This is an optimization exercise on Yosys and OpenROAD, whose aim is small area and a short achievable clock period, not a production implementation.
Where RTL was checked, it was by simulation tests only, not by an equivalence proof against the original.
The clock input has no modelled driver; a real chip could not lean on it and would need a root buffer or a full tree.

// FFT64
module FFT64 #(
    parameter width = 16
) (
    input                           clk,
    input                           rst_n,
    input                           di_en,
    input       signed  [width-1:0] di_re,
    input       signed  [width-1:0] di_img,
    output reg                      do_en,
    output reg  signed  [width-1:0] do_re,
    output reg  signed  [width-1:0] do_img
);
clock: 11.0 ns
lec_check: 0
cap_margin: 20
core_margin: 2
core_utilization: 55
slew_margin: 20
synth_hierarchical: 1
synth_minimum_keep_size: 0
standard.sh (not shown) runs the stock make flow with config.mk's settings and CLKGATE_MAP_FILE= SYNTH_SCRIPT=/design/flow/synth_recipe.tcl, a recipe that flattens the netlist after the stock synthesis.
==> flow/flow/run.sh <==
#!/bin/bash
# Layout flow: the standard ORFS flow (standard.sh, unchanged synthesis)
# with these changes to how the layout is made:
#  - timing repair aims at 7.3 ns of setup slack (the clock stays 11 ns),
#  - the port buffers are plain buf_2 cells,
#  - the clock tree is built from clkbuf_8 cells, sinks clustered in groups
#    of up to 16 within 80 um.
# The whole output of the flow goes to standard.log in this folder.
bash standard.sh SETUP_SLACK_MARGIN=7.3 PLACE_DENSITY=0.72 \
  "BUFFER_PORTS_ARGS=-buffer_cell sky130_fd_sc_hd__buf_2" \
  "CTS_BUF_LIST=sky130_fd_sc_hd__clkbuf_8" \
  CTS_CLUSTER_SIZE=16 CTS_CLUSTER_DIAMETER=80 \
  finish > standard.log 2>&1
The baseline produced a clean layout.
Rerun with:
--- a/flow/flow/run.sh
+++ b/flow/flow/run.sh
@@ -8,3 +8,3 @@
 # The whole output of the flow goes to standard.log in this folder.
-bash standard.sh SETUP_SLACK_MARGIN=7.3 PLACE_DENSITY=0.72 \
+bash standard.sh SETUP_SLACK_MARGIN=7.3 \
   "BUFFER_PORTS_ARGS=-buffer_cell sky130_fd_sc_hd__buf_2" \
- The new run completed with no timing, DRC or antenna violations
- cell area is about the same
- core utilization barely changes
- hold slack barely changes
- final cell count barely changes
- synthesized area is unchanged
- worst setup slack improves by 0.021 ns

* * *

Another version of the RTL of FFT64 (not shown whole).
Size in the first run: roughly 4100 flip-flops, ~68 I/O pins, roughly 130000 um2 of cells after synthesis.
// FFT64
module FFT64 #(
    parameter width = 16
) (
    input                           clk,
    input                           rst_n,
    input                           di_en,
    input       signed  [width-1:0] di_re,
    input       signed  [width-1:0] di_img,
    output reg                      do_en,
    output reg  signed  [width-1:0] do_re,
    output reg  signed  [width-1:0] do_img
);
clock: 11.0 ns
lec_check: 0
cap_margin: 20
core_margin: 2
core_utilization: 55
slew_margin: 20
synth_hierarchical: 1
synth_minimum_keep_size: 0
==> flow/flow/run.sh <==
#!/bin/bash
# Layout flow: the standard ORFS flow (standard.sh, unchanged synthesis)
# with these changes to how the layout is made:
#  - timing repair aims at 7.45 ns of setup slack (the clock stays 11 ns),
#  - the port buffers are plain buf_2 cells,
#  - clock-tree sinks are clustered in groups of up to 24 within 100 um.
# The whole output of the flow goes to standard.log in this folder.
bash standard.sh SETUP_SLACK_MARGIN=7.45 \
  "BUFFER_PORTS_ARGS=-buffer_cell sky130_fd_sc_hd__buf_2" \
  CTS_CLUSTER_SIZE=24 CTS_CLUSTER_DIAMETER=100 \
  finish > standard.log 2>&1
Change:
==> flow/flow/run.sh (replaced) <==
#!/bin/bash
bash standard.sh SETUP_SLACK_MARGIN=7.45 "BUFFER_PORTS_ARGS=-buffer_cell sky130_fd_sc_hd__buf_2" CTS_CLUSTER_SIZE=24 CTS_CLUSTER_DIAMETER=100 finish > standard.log 2>&1
Hold slack is unchanged.
Design area stays the same.
Area after synthesis is unchanged.
Register-to-register slack hardly moves.

* * *

== run A ==
FFT64, a different RTL version from the one above (not shown whole).
For scale: ~4,200 flip-flops, ~68 I/O pins, roughly 130,000 um^2 of cells after synthesis.
==> flow/config.mk <==
export PLATFORM = sky130hd
export DESIGN_NAME = FFT64
export DESIGN_NICKNAME = FFT64
export VERILOG_FILES = /design/flow/design.v
export SDC_FILE = /design/flow/constraint.sdc
export NUM_CORES = 8
export LEC_CHECK = 0
export CAP_MARGIN = 20
export CORE_MARGIN = 2
export CORE_UTILIZATION = 50
export SLEW_MARGIN = 20
export SYNTH_HIERARCHICAL = 1
export SYNTH_MINIMUM_KEEP_SIZE = 0
==> flow/constraint.sdc <==
create_clock -name core_clock -period 11.0 [get_ports {clk}]
set_input_delay 2.2000 -clock core_clock [delete_from_list [all_inputs] [get_ports {clk}]]
set_output_delay 2.2000 -clock core_clock [all_outputs]
set_load 0.01 [all_outputs]
==> flow/flow/run.sh <==
#!/bin/bash
# Layout flow: the standard ORFS flow (standard.sh, unchanged synthesis)
# with these changes to how the layout is made:
#  - timing repair aims at 7.75 ns of setup slack (the clock stays 11 ns),
#  - the port buffers are plain buf_2 cells,
#  - the clock tree is the balanced three-level tree of flow/cts_tree.tcl
#    (hooked in by flow/cts_hook.tcl) instead of TritonCTS's.
# The whole output of the flow goes to standard.log in this folder.
bash standard.sh SETUP_SLACK_MARGIN=7.75 \
  "BUFFER_PORTS_ARGS=-buffer_cell sky130_fd_sc_hd__buf_2" \
  "PRE_CTS_TCL=$PWD/flow/cts_hook.tcl" \
  finish > standard.log 2>&1
==> flow/flow/cts_hook.tcl <==
# Sourced by ORFS's cts.tcl before clock tree synthesis (PRE_CTS_TCL).
# Replaces TritonCTS with the tree of cts_tree.tcl (cts_build2): the
# flip-flops are cut recursively at the median of their placement into leaf
# groups of at most 40 within 90 um half-perimeter, each driven by a
# clkbuf_16; the leaves are grouped the same way under mid-level clkbuf_16s
# (8 leaves each), and those under 4 root clkbuf_16s that the clock port
# drives. Every flip-flop sees three buffers. The rest of cts.tcl
# (legalisation, timing repair) runs as usual.
source [file join [file dirname [info script]] cts_tree.tcl]
rename clock_tree_synthesis tritoncts_clock_tree_synthesis
proc clock_tree_synthesis {args} {
  cts_build2 4 8 40 90 sky130_fd_sc_hd__clkbuf_16
}
Other scripts of this flow, unchanged in this note and not shown: flow/flow/cts_tree.tcl
## Diff of input files: run B against run A
Settings: CORE_UTILIZATION: 50 -> 55.
==> flow/flow/run.sh <==
#!/bin/bash
# Layout flow: the standard ORFS flow (standard.sh, unchanged synthesis)
# with these changes to how the layout is made:
#  - timing repair aims at 7.65 ns of setup slack (the clock stays 11 ns),
#  - the port buffers are plain buf_2 cells,
#  - the clock tree is the balanced three-level tree of flow/cts_tree.tcl
#    (hooked in by flow/cts_hook.tcl) instead of TritonCTS's.
# The whole output of the flow goes to standard.log in this folder.
bash standard.sh SETUP_SLACK_MARGIN=7.55 \
  "BUFFER_PORTS_ARGS=-buffer_cell sky130_fd_sc_hd__buf_2" \
  "PRE_CTS_TCL=$PWD/flow/cts_hook.tcl" \
  finish > standard.log 2>&1
### Flow results
- Run B finished all stages; the layout is clean.
- Type of the worst setup path: register to output port -> run A, register to register -> run B
- Comparing run B and run A, the lower final cell count without fillers is on run B.
- Compared with run A, run B shows a lower worst setup slack after layout.
- Run B does better than run A on aggregate routed wire length.
- Run B: sequential share of layout area higher than run A
- End of the critical path = do_re[10]: run A; end of the critical path = my_re_c6: run B
Modified inputs, run C compared to run B
--- a/flow/flow/run.sh
+++ b/flow/flow/run.sh
@@ -7,5 +7,5 @@
 #    (hooked in by flow/cts_hook.tcl) instead of TritonCTS's.
 # The whole output of the flow goes to standard.log in this folder.
-bash standard.sh SETUP_SLACK_MARGIN=7.55 \
+bash standard.sh SETUP_SLACK_MARGIN=7.65 \
   "BUFFER_PORTS_ARGS=-buffer_cell sky130_fd_sc_hd__buf_2" \
   "PRE_CTS_TCL=$PWD/flow/cts_hook.tcl" \
--- a/flow/flow/cts_hook.tcl
+++ b/flow/flow/cts_hook.tcl
@@ -2,5 +2,5 @@
 # Replaces TritonCTS with the tree of cts_tree.tcl (cts_build2): the
 # flip-flops are cut recursively at the median of their placement into leaf
-# groups of at most 40 within 90 um half-perimeter, each driven by a
+# groups of at most 32 within 80 um half-perimeter, each driven by a
 # clkbuf_16; the leaves are grouped the same way under mid-level clkbuf_16s
 # (8 leaves each), and those under 4 root clkbuf_16s that the clock port
@@ -10,4 +10,4 @@
 rename clock_tree_synthesis tritoncts_clock_tree_synthesis
 proc clock_tree_synthesis {args} {
-  cts_build2 4 8 40 90 sky130_fd_sc_hd__clkbuf_16
+  cts_build2 4 8 32 80 sky130_fd_sc_hd__clkbuf_16
 }
[summary]
Compared with run B, in run C share of cell area taken by multi-input logic gates fell by 0.48 points. Hold slack ended up 0.036 ns higher on run C than on run B. On number of tapcells, run C and run B are basically level. The critical path class comes out register to output port in one run and register to register in the other, namely in run C and run B respectively. Insertion delay of the later-clocked pin in the worst-skew pair (lower): run B. [compare] base=run B new=run C: register-to-register slack went up; wire length went up; core utilization went up. Against run B as the reference, run C delivers a lower sequential share of layout area.
In every run of this note, the design's own scripts or RTL, not TritonCTS, make the clock network.

* * *

== main ==
RTL: one of the versions met above, not the one the previous note started from.
Size in the first run: ~10000 cells after synthesis, ~4100 flip-flops, ~68 I/O pins.
// FFT64
module FFT64 #(
    parameter width = 16
) (
    input                           clk,
    input                           rst_n,
    input                           di_en,
    input       signed  [width-1:0] di_re,
    input       signed  [width-1:0] di_img,
    output reg                      do_en,
    output reg  signed  [width-1:0] do_re,
    output reg  signed  [width-1:0] do_img
);
reg  [15:0] l1_re [0:31];
reg  [15:0] l1_im [0:31];
reg  [15:0] o1_re, o1_im;
reg  [15:0] l2_re [0:15];
reg  [15:0] l2_im [0:15];
reg  [15:0] o2_re, o2_im;
reg  [15:0] l3_re [0:7];
reg  [15:0] l3_im [0:7];
reg  [15:0] o3_re, o3_im;
reg  [15:0] l4_re [0:3];
reg  [15:0] l4_im [0:3];
reg  [15:0] o4_re, o4_im;
reg  [15:0] l5_re [0:1];
reg  [15:0] l5_im [0:1];
reg  [15:0] o5_re, o5_im;
reg  [15:0] l6_re [0:0];
reg  [15:0] l6_im [0:0];
reg  [15:0] o6_re, o6_im;
reg  [15:0] ba_re [0:30];
reg  [15:0] ba_im [0:30];
reg  [15:0] bb_re [0:13];
reg  [15:0] bb_im [0:13];
reg  [15:0] bc_re [0:3];
reg  [15:0] bc_im [0:3];
reg        started, f1;
reg [5:0]  cnt;
always @(posedge clk or negedge rst_n) begin
    if (!rst_n) begin
        started <= 1'b0;
        cnt     <= 6'd0;
        f1      <= 1'b0;
    end else begin
        started <= started | di_en;
        if (started) cnt <= cnt + 6'd1;
        if (started && cnt == 6'd63) f1 <= 1'b1;
    end
end
always @(posedge clk) begin
    do_en <= rst_n & (do_en | (f1 && cnt == 6'd54));
end
reg [15:0] in_re, in_img;
always @(posedge clk) begin
    in_re  <= di_re;
    in_img <= di_img;
end
reg [5:0] c1, c2;
always @(posedge clk or negedge rst_n) begin
    if (!rst_n) begin
        c1 <= 6'd0;
        c2 <= 6'd1;
    end else begin
        c1 <= (started | di_en) ? c1 + 6'd1 : 6'd0;
        c2 <= started ? c2 + 6'd1 : (di_en ? 6'd2 : 6'd1);
    end
end
wire [5:0] cnx = c1;
wire [5:0] phn1 = cnx - 6'd0;
  ...
Settings: LEC_CHECK=0, CAP_MARGIN=20, CORE_MARGIN=2, CORE_UTILIZATION=55, SLEW_MARGIN=20, SYNTH_HIERARCHICAL=1, SYNTH_MINIMUM_KEEP_SIZE=0; clock period 11.0 ns.
==> flow/flow/run.sh <==
#!/bin/bash
# Layout flow: the standard ORFS flow (standard.sh, unchanged synthesis)
# with these changes to how the layout is made:
#  - timing repair aims at 7.3 ns of setup slack (the clock stays 11 ns),
#  - the port buffers are plain buf_2 cells,
#  - the clock tree is built from clkbuf_8 cells, sinks clustered in groups
#    of up to 16 within 80 um.
# The whole output of the flow goes to standard.log in this folder.
bash standard.sh SETUP_SLACK_MARGIN=7.45 \
  "BUFFER_PORTS_ARGS=-buffer_cell sky130_fd_sc_hd__buf_2" \
  "CTS_BUF_LIST=sky130_fd_sc_hd__clkbuf_8" \
  CTS_CLUSTER_SIZE=16 CTS_CLUSTER_DIAMETER=80 \
  finish > standard.log 2>&1
Setup changes, main to the feature branch
==> flow/flow/run.sh <==
#!/bin/bash
bash standard.sh SETUP_SLACK_MARGIN=7.3 "BUFFER_PORTS_ARGS=-buffer_cell sky130_fd_sc_hd__buf_2" "CTS_ARGS=-sink_clustering_enable -repair_clock_nets -sink_clustering_size 16 -sink_clustering_max_diameter 70 -sink_clustering_buffer sky130_fd_sc_hd__clkbuf_8" finish > standard.log 2>&1
Notes after the runs:
- The feature branch: flow completed, timing, DRC and antenna clean
- The feature branch vs main — number of clock buffers inserted by TritonCTS climbed slightly
- Between main and the feature branch, the clock tree buffer count of the final layout is higher for the feature branch.
- When the feature branch is measured against main, its wire length of the first global-routing pass turns out about 0.6% lower.
- Between main and the feature branch, the difference in clock-pin slew reported for the worst setup and hold paths after clock tree synthesis is negligible.
- The feature branch vs main — final core area utilization dropped 0.16 points.

* * *

## run a
FFT64, a different RTL version from the one above (not shown whole).
Size in the first run: ~4100 flip-flops, roughly 68 I/O pins.
// FFT64
module FFT64 #(
    parameter width = 16
) (
    input                           clk,
    input                           rst_n,
    input                           di_en,
    input       signed  [width-1:0] di_re,
    input       signed  [width-1:0] di_img,
    output reg                      do_en,
    output reg  signed  [width-1:0] do_re,
    output reg  signed  [width-1:0] do_img
);
clock: 11.0 ns
lec_check: 0
cap_margin: 20
core_margin: 2
core_utilization: 40
slew_margin: 20
synth_hierarchical: 1
synth_minimum_keep_size: 0
==> flow/flow/run.sh <==
#!/bin/bash
# Standard ORFS flow (the standard.sh) with a tighter timing-repair target,
# plain buffers on the ports and larger clock-tree sink clusters.
bash standard.sh SETUP_SLACK_MARGIN=7.3 "BUFFER_PORTS_ARGS=-buffer_cell sky130_fd_sc_hd__buf_2" CTS_CLUSTER_SIZE=32 CTS_CLUSTER_DIAMETER=60 finish > standard.log 2>&1
Run a finished all stages; the layout is clean.
The inputs of run b differ from those of run a as listed below.
==> flow/flow/run.sh <==
#!/bin/bash
# Standard ORFS flow (the standard.sh) with a tighter timing-repair target
# and plain buffers on the ports. Each tool's output is logged in this folder.
bash standard.sh SETUP_SLACK_MARGIN=7.3 "BUFFER_PORTS_ARGS=-buffer_cell sky130_fd_sc_hd__buf_2" finish > standard.log 2>&1
## What came out
In terms of total cell area at the placement stage, run b and run a differ only marginally.
Going from run a to run b, final area went up, hold slack went up.
The synthesis-to-finish area growth of run b exceeds that of run a by 2.6 points.
Comparing run b and run a, worst setup slack is higher on run b.
Run comparison: run a end of the critical path o4_im[6]; run b end of the critical path mx_im_b6
No run of this note included a check of the RTL's function; only the layout flow was run.

* * *

RTL: one of the versions met above, not the one the previous note started from.
For scale: ~10000 cells after synthesis, about 4100 flip-flops, ~68 I/O pins.
Settings: LEC_CHECK=0, CAP_MARGIN=20, CORE_MARGIN=2, CORE_UTILIZATION=55, SLEW_MARGIN=20, SYNTH_HIERARCHICAL=1, SYNTH_MINIMUM_KEEP_SIZE=0; clock period 11.0 ns.
==> flow/flow/run.sh <==
#!/bin/bash
bash standard.sh SETUP_SLACK_MARGIN=7.3 "BUFFER_PORTS_ARGS=-buffer_cell sky130_fd_sc_hd__buf_2" "CTS_ARGS=-sink_clustering_enable -repair_clock_nets -sink_clustering_size 20 -sink_clustering_max_diameter 80 -sink_clustering_buffer sky130_fd_sc_hd__clkbuf_8" finish > standard.log 2>&1
Then changed:
==> flow/flow/run.sh (replaced) <==
#!/bin/bash
bash standard.sh SETUP_SLACK_MARGIN=7.3 "BUFFER_PORTS_ARGS=-buffer_cell sky130_fd_sc_hd__buf_2" "CTS_BUF_LIST=sky130_fd_sc_hd__clkbuf_8" CTS_CLUSTER_SIZE=16 CTS_CLUSTER_DIAMETER=80 finish > standard.log 2>&1
After rerunning: Die area stays the same; flip-flop and latch count does not change; global-route usage increases by 0.16 points; via count is higher by about 0.7%; wire length climbs by 0.47%; area after synthesis is unchanged; synthesized cell count does not change; first-iteration DRC count went down by about 2%; setup slack is worse by 58 ps.

==> what the ideal ports hide <==
How much do the figures lean on ideal ports? The routed layouts below were timed once more, with nothing changed but the port constraints. Step 1, drivers: a clkbuf_16 drives clk and a buf_2 each remaining input, both assumed. Step 2 moves the port delays by t, midway between the first and last clock arrival at a register: inputs arrive t later, outputs are due t later. That takes back most of the time a late clock gives input paths. a / b / c = ideal / step 1 / step 2; a / b = the first two.
run	t, ns	setup slack, ns	hold slack, ns	worst setup path after step 2	worst data-port slew with drivers (ns)
the first run of note 1	1.124	7.261 / 7.175 / 7.344	0.263 / 0.263 / 0.263	register to register	0.04
the second run of note 1	1.119	7.282 / 7.189 / 7.370	0.261 / 0.261 / 0.261	register to register	0.14
the first run of note 2	0.940	7.443 / 7.352 / 7.469	0.290 / 0.290 / 0.290	register to register	0.15
the second run of note 2	0.940	7.443 / 7.352 / 7.469	0.290 / 0.290 / 0.290	register to register	0.15
run A of note 3	0.813	7.714 / 7.508 / 7.807	0.261 / 0.261 / 0.261	input to register	0.09
run B of note 3	0.787	7.618 / 7.487 / 7.618	0.234 / 0.234 / 0.234	register to register	0.11
run C of note 3	0.836	7.693 / 7.491 / 7.726	0.270 / 0.271 / 0.271	register to register	0.11
main	1.119	7.295 / 7.206 / 7.498	0.280 / 0.280 / 0.280	register to register	0.08
the feature branch	0.986	7.390 / 7.308 / 7.390	0.287 / 0.287 / 0.287	register to register	0.14
run a of note 5	1.004	7.334 / 7.272 / 7.334	0.262 / 0.262 / 0.262	register to register	0.08
run b of note 5	1.022	7.369 / 7.288 / 7.369	0.283 / 0.283 / 0.283	register to register	0.08
the first run of note 6	0.925	7.340 / 7.340 / 7.340	0.312 / 0.312 / 0.312	register to register	0.14
the second run of note 6	1.119	7.282 / 7.189 / 7.370	0.261 / 0.261 / 0.261	register to register	0.14
After both steps every run listed still meets setup and hold.
